Context: an optimization exercise on an open-source flow, tuned for small area, a short achievable clock period and few clock cycles per item. The choices shown serve that exercise and are no tape-out recipe. Only simulation tests tie the RTL to the original design; equivalence was not proved.

## the reference run
==> flow/design.v <==
module keccakP (
	input  wire [1599:0] inData,
	input  wire [63:0]   inRc,
	output wire [1599:0] outData
);
function integer rhoOff(input integer i);
	case (i)
		0: rhoOff = 0;   1: rhoOff = 1;   2: rhoOff = 62;  3: rhoOff = 28;  4: rhoOff = 27;
		5: rhoOff = 36;  6: rhoOff = 44;  7: rhoOff = 6;   8: rhoOff = 55;  9: rhoOff = 20;
		10: rhoOff = 3;  11: rhoOff = 10; 12: rhoOff = 43; 13: rhoOff = 25; 14: rhoOff = 39;
		15: rhoOff = 41; 16: rhoOff = 45; 17: rhoOff = 15; 18: rhoOff = 21; 19: rhoOff = 8;
		20: rhoOff = 18; 21: rhoOff = 2;  22: rhoOff = 61; 23: rhoOff = 56; default: rhoOff = 14;
	endcase
endfunction
wire [63:0] c [0:4];
wire [63:0] d [0:4];
wire [63:0] b [0:24];
genvar x, y;
generate
	for (x = 0; x < 5; x = x + 1) begin : gc
		assign c[x] = inData[64*x +: 64] ^ inData[64*(x+5) +: 64] ^ inData[64*(x+10) +: 64]
		            ^ inData[64*(x+15) +: 64] ^ inData[64*(x+20) +: 64];
	end
	for (x = 0; x < 5; x = x + 1) begin : gd
		assign d[x] = c[(x+4)%5] ^ {c[(x+1)%5][62:0], c[(x+1)%5][63]};
	end
	for (y = 0; y < 5; y = y + 1) begin : gby
		for (x = 0; x < 5; x = x + 1) begin : gbx
			wire [63:0] t = inData[64*(x+5*y) +: 64] ^ d[x];
			if (rhoOff(x+5*y) == 0)
				assign b[y + 5*((2*x+3*y)%5)] = t;
			else
				assign b[y + 5*((2*x+3*y)%5)] = {t[63-rhoOff(x+5*y):0], t[63:64-rhoOff(x+5*y)]};
		end
	end
	for (y = 0; y < 5; y = y + 1) begin : gcy
		for (x = 0; x < 5; x = x + 1) begin : gcx
			if (x == 0 && y == 0)
				assign outData[0 +: 64] = b[0] ^ (~b[1] & b[2]) ^ inRc;
			else
				assign outData[64*(x+5*y) +: 64] = b[x+5*y] ^ (~b[(x+1)%5+5*y] & b[(x+2)%5+5*y]);
		end
	end
endgenerate
endmodule
module Sha3512(
	input  wire         inClk,
	input  wire         inInit,
	input  wire         inDataWr,
	input  wire [575:0] inData,
	output wire [575:0] outData,
	output wire         outBusy
);
reg  [1599:0] regState;
reg           regBusy;
reg  [4:0]    regRound;
reg  [63:0]   rc;
wire [1599:0] roundOut;
always @(*) begin
	case (regRound)
		5'd0:  rc = 64'h0000000000000001;  5'd1:  rc = 64'h0000000000008082;
		5'd2:  rc = 64'h800000000000808A;  5'd3:  rc = 64'h8000000080008000;
		5'd4:  rc = 64'h000000000000808B;  5'd5:  rc = 64'h0000000080000001;
		5'd6:  rc = 64'h8000000080008081;  5'd7:  rc = 64'h8000000000008009;
		5'd8:  rc = 64'h000000000000008A;  5'd9:  rc = 64'h0000000000000088;
		5'd10: rc = 64'h0000000080008009;  5'd11: rc = 64'h000000008000000A;
		5'd12: rc = 64'h000000008000808B;  5'd13: rc = 64'h800000000000008B;
		5'd14: rc = 64'h8000000000008089;  5'd15: rc = 64'h8000000000008003;
		5'd16: rc = 64'h8000000000008002;  5'd17: rc = 64'h8000000000000080;
		5'd18: rc = 64'h000000000000800A;  5'd19: rc = 64'h800000008000000A;
		5'd20: rc = 64'h8000000080008081;  5'd21: rc = 64'h8000000000008080;
		5'd22: rc = 64'h0000000080000001;  default: rc = 64'h8000000080008008;
	endcase
end
wire [1599:0] roundIn = {regState[1599:576], regState[575:0] ^ (inData & {576{~regBusy}})};
keccakP keccakp (.inData(roundIn), .inRc(rc), .outData(roundOut));
always @(posedge inClk) begin
	if (inInit) begin
		regState <= 1600'b0;
		regBusy  <= 1'b0;
		regRound <= 5'd0;
	end else if (regBusy || inDataWr) begin
		regState <= roundOut;
		regBusy  <= (regRound != 5'd23);
		regRound <= (regRound == 5'd23) ? 5'd0 : regRound + 5'd1;
	end
end
assign outData = {64'b0, regState[511:0]};
assign outBusy = regBusy;
endmodule
clock: 5.0 ns
lec_check: 0
cap_margin: 30
core_margin: 2
core_utilization: 30
place_density: 0.5
slew_margin: 30
run.sh (not shown) runs the stock make flow with config.mk's settings and CLKGATE_MAP_FILE= SYNTH_SCRIPT=/design/flow/synth_recipe.tcl, a recipe that flattens the netlist after the stock synthesis.
The reference run completed every stage of the flow, and the final layout passed the timing, design-rule and antenna checks.
Testbench counts of the reference run, summed over its fixed seeds: cycles 11,928, blocks 489.
Changes in the trial run relative to the reference run:
diff --git a/flow/design.v b/flow/design.v
--- a/flow/design.v
+++ b/flow/design.v
@@ -73,6 +73,5 @@
 	endcase
 end
-wire [1599:0] roundIn = {regState[1599:576], regState[575:0] ^ (inData & {576{~regBusy}})};
-keccakP keccakp (.inData(roundIn), .inRc(rc), .outData(roundOut));
+keccakP keccakp (.inData(regState), .inRc(rc), .outData(roundOut));
 always @(posedge inClk) begin
 	if (inInit) begin
@@ -80,8 +79,11 @@
 		regBusy  <= 1'b0;
 		regRound <= 5'd0;
-	end else if (regBusy || inDataWr) begin
+	end else if (regBusy) begin
 		regState <= roundOut;
 		regBusy  <= (regRound != 5'd23);
 		regRound <= (regRound == 5'd23) ? 5'd0 : regRound + 5'd1;
+	end else if (inDataWr) begin
+		regState[575:0] <= regState[575:0] ^ inData;
+		regBusy <= 1'b1;
 	end
 end
### Flow results
The share of synthesized cell area in full adder, half adder and majority cells of the reference run and that of the trial run are within noise of each other.
Sort the trial run and the reference run by worst-case setup slack after placement, descending, and the trial run comes first.
Going from the reference run to the trial run, wire length fell about 7.5%; number of antenna violations at the first check in global routing rose 37; global-route usage decreased 0.50 points.
Testbench counts of the trial run, summed over its fixed seeds: cycles 12,417, blocks 489.

========
## build 65
Sha3512, a different RTL version from the one above (not shown whole).
Size: roughly 11000 cells after synthesis, ~1600 flip-flops, about 1200 I/O pins.
==> module kNand2, before the edit <==
module kNand2 (input wire a, input wire b, output wire y);
	assign y = ~(a & b);
endmodule
==> module kNor2, before the edit <==
module kNor2 (input wire a, input wire b, output wire y);
	assign y = ~(a | b);
endmodule
==> module kChi, before the edit <==
module kChi #(parameter PA = 0, parameter PB = 0, parameter PC = 0) (
	input wire a, input wire b, input wire c, output wire y
);
	wire g;  
	localparam GI = (PB == 0 && PC == 1) ? 0 : 1;
	generate
		if (PB == 1 && PC == 0) begin : gnand
			kNand2 u1 (.a(b), .b(c), .y(g));
		end else if (PB == 0 && PC == 1) begin : gnor
			kNor2 u1 (.a(b), .b(c), .y(g));
		end else if (PB == 0) begin : gorn0
			kOrN u1 (.a(b), .b(c), .y(g));
		end else begin : gorn1
			kOrN u1 (.a(c), .b(b), .y(g));
		end
		if ((PA ^ GI) == 0) begin : gx
			kXor2 u2 (.a(a), .b(g), .y(y));
		end else begin : gxn
			kXnor2 u2 (.a(a), .b(g), .y(y));
		end
	endgenerate
endmodule
==> module keccakP, before the edit <==
module keccakP (
	input  wire [1599:0] inData,
	input  wire [63:0]   inRc,
	output wire [1599:0] outData
);
function integer rhoOff(input integer i);
	case (i)
		0: rhoOff = 0;   1: rhoOff = 1;   2: rhoOff = 62;  3: rhoOff = 28;  4: rhoOff = 27;
		5: rhoOff = 36;  6: rhoOff = 44;  7: rhoOff = 6;   8: rhoOff = 55;  9: rhoOff = 20;
		10: rhoOff = 3;  11: rhoOff = 10; 12: rhoOff = 43; 13: rhoOff = 25; 14: rhoOff = 39;
		15: rhoOff = 41; 16: rhoOff = 45; 17: rhoOff = 15; 18: rhoOff = 21; 19: rhoOff = 8;
		20: rhoOff = 18; 21: rhoOff = 2;  22: rhoOff = 61; 23: rhoOff = 56; default: rhoOff = 14;
	endcase
endfunction
function integer inv(input integer xx);
	inv = (xx == 1 || xx == 3 || xx == 4) ? 1 : 0;
endfunction
function isRcBit(input integer z);
	isRcBit = (z == 0) || (z == 1) || (z == 3) || (z == 7) || (z == 15) || (z == 31) || (z == 63);
endfunction
wire [63:0] c [0:4];
wire [63:0] d [0:4];
wire [63:0] b [0:24];
genvar x, y, z;
generate
	for (x = 0; x < 5; x = x + 1) begin : gc
		for (z = 0; z < 64; z = z + 1) begin : gz
			wire t1, t2, t3;
			if (x < 4) begin : gr
				kXor2 u1 (.a(inData[64*(x+10)+z]), .b(inData[64*(x+15)+z]), .y(t1));
				kXor2 u2 (.a(t1), .b(inData[64*(x+20)+z]), .y(t2));
				kXor2 u3 (.a(inData[64*x+z]), .b(inData[64*(x+5)+z]), .y(t3));
				kXor2 u4 (.a(t2), .b(t3), .y(c[x][z]));
			end else begin : gl
				kXor2 u1 (.a(inData[64*(x+5)+z]), .b(inData[64*(x+10)+z]), .y(t1));
				kXor2 u2 (.a(inData[64*(x+15)+z]), .b(inData[64*(x+20)+z]), .y(t2));
				kXor2 u3 (.a(t1), .b(t2), .y(t3));
				kXor2 u4 (.a(t3), .b(inData[64*x+z]), .y(c[x][z]));
			end
		end
	end
	for (x = 0; x < 5; x = x + 1) begin : gd
		for (z = 0; z < 64; z = z + 1) begin : gz
			kXor2 u (.a(c[(x+4)%5][z]), .b(c[(x+1)%5][(z+63)%64]), .y(d[x][z]));
		end
	end
	for (y = 0; y < 5; y = y + 1) begin : gby
		for (x = 0; x < 5; x = x + 1) begin : gbx
			for (z = 0; z < 64; z = z + 1) begin : gz
				if (inv(y)) begin : gn
					kXnor2 u (.a(inData[64*(x+5*y)+z]), .b(d[x][z]),
					          .y(b[y+5*((2*x+3*y)%5)][(z+rhoOff(x+5*y))%64]));
				end else begin : gp
					kXor2 u (.a(inData[64*(x+5*y)+z]), .b(d[x][z]),
					         .y(b[y+5*((2*x+3*y)%5)][(z+rhoOff(x+5*y))%64]));
				end
			end
		end
	end
	for (y = 0; y < 5; y = y + 1) begin : gcy
		for (x = 0; x < 5; x = x + 1) begin : gcx
			for (z = 0; z < 64; z = z + 1) begin : gz
				if (x == 0 && y == 0 && isRcBit(z)) begin : gi
					wire a;
					kXor2 ui (.a(b[0][z]), .b(inRc[z]), .y(a));
					kChi #(.PA(inv(0)), .PB(inv(1)), .PC(inv(2)))
						u (.a(a), .b(b[1][z]), .c(b[2][z]), .y(outData[z]));
				end else begin : gn
					kChi #(.PA(inv(x)), .PB(inv((x+1)%5)), .PC(inv((x+2)%5)))
						u (.a(b[x+5*y][z]), .b(b[(x+1)%5+5*y][z]), .c(b[(x+2)%5+5*y][z]),
						   .y(outData[64*(x+5*y)+z]));
				end
			end
		end
	end
endgenerate
endmodule
==> flow/config.mk <==
export PLATFORM = sky130hd
export DESIGN_NAME = Sha3512
export DESIGN_NICKNAME = Sha3512
export VERILOG_FILES = /design/flow/design.v
export SDC_FILE = /design/flow/constraint.sdc
export NUM_CORES = 4
export LEC_CHECK = 0
export CAP_MARGIN = 30
export CORE_MARGIN = 2
export CORE_UTILIZATION = 50
export PLACE_DENSITY = 0.65
export SETUP_SLACK_MARGIN = 2.0
export SLEW_MARGIN = 30
export SYNTH_HIERARCHICAL = 1
export SYNTH_MINIMUM_KEEP_SIZE = 0
==> flow/constraint.sdc <==
create_clock -name core_clock -period 5.0 [get_ports {inClk}]
set_input_delay 1.0000 -clock core_clock [delete_from_list [all_inputs] [get_ports {inClk}]]
set_output_delay 1.0000 -clock core_clock [all_outputs]
set_load 0.01 [all_outputs]
standard.sh (not shown) runs the stock make flow with config.mk's settings and CLKGATE_MAP_FILE= SYNTH_SCRIPT=/design/flow/synth_recipe.tcl, a recipe that flattens the netlist after the stock synthesis.
==> flow/flow/run.sh <==
#!/bin/bash
# Standard ORFS layout, except that the port buffers are buf_2 cells rather
# than the delay buffers buffer_ports picks by default.
set -euo pipefail
export BUFFER_PORTS_ARGS="-buffer_cell sky130_fd_sc_hd__buf_2"
bash standard.sh > flow_make.log 2>&1
Testbench counts of build 65, summed over its fixed seeds: cycles 12,417, blocks 489.
--- input diff build 65..build 26 ---
--- a/flow/design.v
+++ b/flow/design.v
@@ -6,35 +6,12 @@
 endmodule
 module kOrN (input wire a, input wire b, output wire y);
 	assign y = a | ~b;
 endmodule
-module kNand2 (input wire a, input wire b, output wire y);
-	assign y = ~(a & b);
-endmodule
-module kNor2 (input wire a, input wire b, output wire y);
-	assign y = ~(a | b);
-endmodule
-module kChi #(parameter PA = 0, parameter PB = 0, parameter PC = 0) (
-	input wire a, input wire b, input wire c, output wire y
-);
-	wire g;  
-	localparam GI = (PB == 0 && PC == 1) ? 0 : 1;
-	generate
-		if (PB == 1 && PC == 0) begin : gnand
-			kNand2 u1 (.a(b), .b(c), .y(g));
-		end else if (PB == 0 && PC == 1) begin : gnor
-			kNor2 u1 (.a(b), .b(c), .y(g));
-		end else if (PB == 0) begin : gorn0
-			kOrN u1 (.a(b), .b(c), .y(g));
-		end else begin : gorn1
-			kOrN u1 (.a(c), .b(b), .y(g));
-		end
-		if ((PA ^ GI) == 0) begin : gx
-			kXor2 u2 (.a(a), .b(g), .y(y));
-		end else begin : gxn
-			kXnor2 u2 (.a(a), .b(g), .y(y));
-		end
-	endgenerate
+module kChi (input wire a, input wire b, input wire c, output wire y);
+	wire t;
+	kOrN u1 (.a(b), .b(c), .y(t));
+	kXnor2 u2 (.a(a), .b(t), .y(y));
 endmodule
 module keccakP (
 	input  wire [1599:0] inData,
 	input  wire [63:0]   inRc,
@@ -47,11 +24,8 @@
 		10: rhoOff = 3;  11: rhoOff = 10; 12: rhoOff = 43; 13: rhoOff = 25; 14: rhoOff = 39;
 		15: rhoOff = 41; 16: rhoOff = 45; 17: rhoOff = 15; 18: rhoOff = 21; 19: rhoOff = 8;
 		20: rhoOff = 18; 21: rhoOff = 2;  22: rhoOff = 61; 23: rhoOff = 56; default: rhoOff = 14;
 	endcase
-endfunction
-function integer inv(input integer xx);
-	inv = (xx == 1 || xx == 3 || xx == 4) ? 1 : 0;
 endfunction
 function isRcBit(input integer z);
 	isRcBit = (z == 0) || (z == 1) || (z == 3) || (z == 7) || (z == 15) || (z == 31) || (z == 63);
 endfunction
@@ -83,15 +57,10 @@
 	end
 	for (y = 0; y < 5; y = y + 1) begin : gby
 		for (x = 0; x < 5; x = x + 1) begin : gbx
 			for (z = 0; z < 64; z = z + 1) begin : gz
-				if (inv(y)) begin : gn
-					kXnor2 u (.a(inData[64*(x+5*y)+z]), .b(d[x][z]),
-					          .y(b[y+5*((2*x+3*y)%5)][(z+rhoOff(x+5*y))%64]));
-				end else begin : gp
-					kXor2 u (.a(inData[64*(x+5*y)+z]), .b(d[x][z]),
-					         .y(b[y+5*((2*x+3*y)%5)][(z+rhoOff(x+5*y))%64]));
-				end
+				kXor2 u (.a(inData[64*(x+5*y)+z]), .b(d[x][z]),
+				         .y(b[y+5*((2*x+3*y)%5)][(z+rhoOff(x+5*y))%64]));
 			end
 		end
 	end
 	for (y = 0; y < 5; y = y + 1) begin : gcy
@@ -99,14 +68,12 @@
 			for (z = 0; z < 64; z = z + 1) begin : gz
 				if (x == 0 && y == 0 && isRcBit(z)) begin : gi
 					wire a;
 					kXor2 ui (.a(b[0][z]), .b(inRc[z]), .y(a));
-					kChi #(.PA(inv(0)), .PB(inv(1)), .PC(inv(2)))
-						u (.a(a), .b(b[1][z]), .c(b[2][z]), .y(outData[z]));
+					kChi u (.a(a), .b(b[1][z]), .c(b[2][z]), .y(outData[z]));
 				end else begin : gn
-					kChi #(.PA(inv(x)), .PB(inv((x+1)%5)), .PC(inv((x+2)%5)))
-						u (.a(b[x+5*y][z]), .b(b[(x+1)%5+5*y][z]), .c(b[(x+2)%5+5*y][z]),
-						   .y(outData[64*(x+5*y)+z]));
+					kChi u (.a(b[x+5*y][z]), .b(b[(x+1)%5+5*y][z]), .c(b[(x+2)%5+5*y][z]),
+					        .y(outData[64*(x+5*y)+z]));
 				end
 			end
 		end
 	end
Findings:
- Run comparison: build 65 destination of the critical timing path regState[1537]; build 26 destination of the critical timing path regState[328]
- Diff build 65 -> build 26: number of clock buffers in the layout now sits lower; number of flops mapped to enable cells by yosys saw little to no change; final wirelength rose 17 mm; non-clock buffer count in the final layout grew by 143; number of gates given a new drive strength after cts up about 4.4%.
- Half-perimeter wire length of the detailed placement result, build 65 and build 26, higher one = build 26.
- Compared with build 65, met2 wirelength from detailed routing in build 26 increased by a few percent.
- Taking build 65 as the reference point, the clock skew of build 26 falls by 0.0036 ns.
- Min final core utilization across build 65 and build 26: build 26
- All of build 65 and build 26 finish clean.
- Between build 65 and build 26, the flow reports number of buffers inserted by post-CTS setup repair increasing by more than a quarter.
- Complex-gate fraction of the synthesized area ends up higher on build 65.
- Row worst hold slack after final layout: build 26 higher / build 65 lower
- Number of standard cells in the final layout excluding fillers of build 26 exceeds that of build 65 slightly.
Testbench counts of build 26, summed over its fixed seeds: cycles 12,417, blocks 489.

afterwards: timing with drivers on the ports:
How much do the figures lean on ideal ports? The routed layouts below were timed once more, with nothing changed but the port constraints.
Step 1: set_driving_cell puts a clkbuf_16 on inClk and a buf_2 on each other input, an assumption about the parent block.
Step 2 times the ports against the registers' clock, not the clock port: input delays grow and output delays shrink by t, the midpoint of the rising clock arrivals with the driver on.
Slacks: no drivers / after step 1 / after step 2; pairs: no drivers / after step 1.
| run | shift t [ns] | setup WS [ns] | worst setup path after step 2 | pins driven straight from the clock port |
|---|---|---|---|---|
| the reference run | 1.158 | 0.237 / 0.237 / -0.149 | input to register | 1 |
| the trial run | 1.144 | 0.505 / 0.505 / 0.505 | register to register | 1 |
| build 65 | 1.003 | 1.713 / 1.713 / 1.602 | input to register | 1 |
| build 26 | 0.986 | 1.788 / 1.788 / 1.720 | input to register | 1 |
With both steps, setup timing fails in the reference run, where it was met with ideal ports. For the reference run, which loses most, drivers alone change the setup slack by 0.000 ns; drivers and shift together by -0.386 ns.
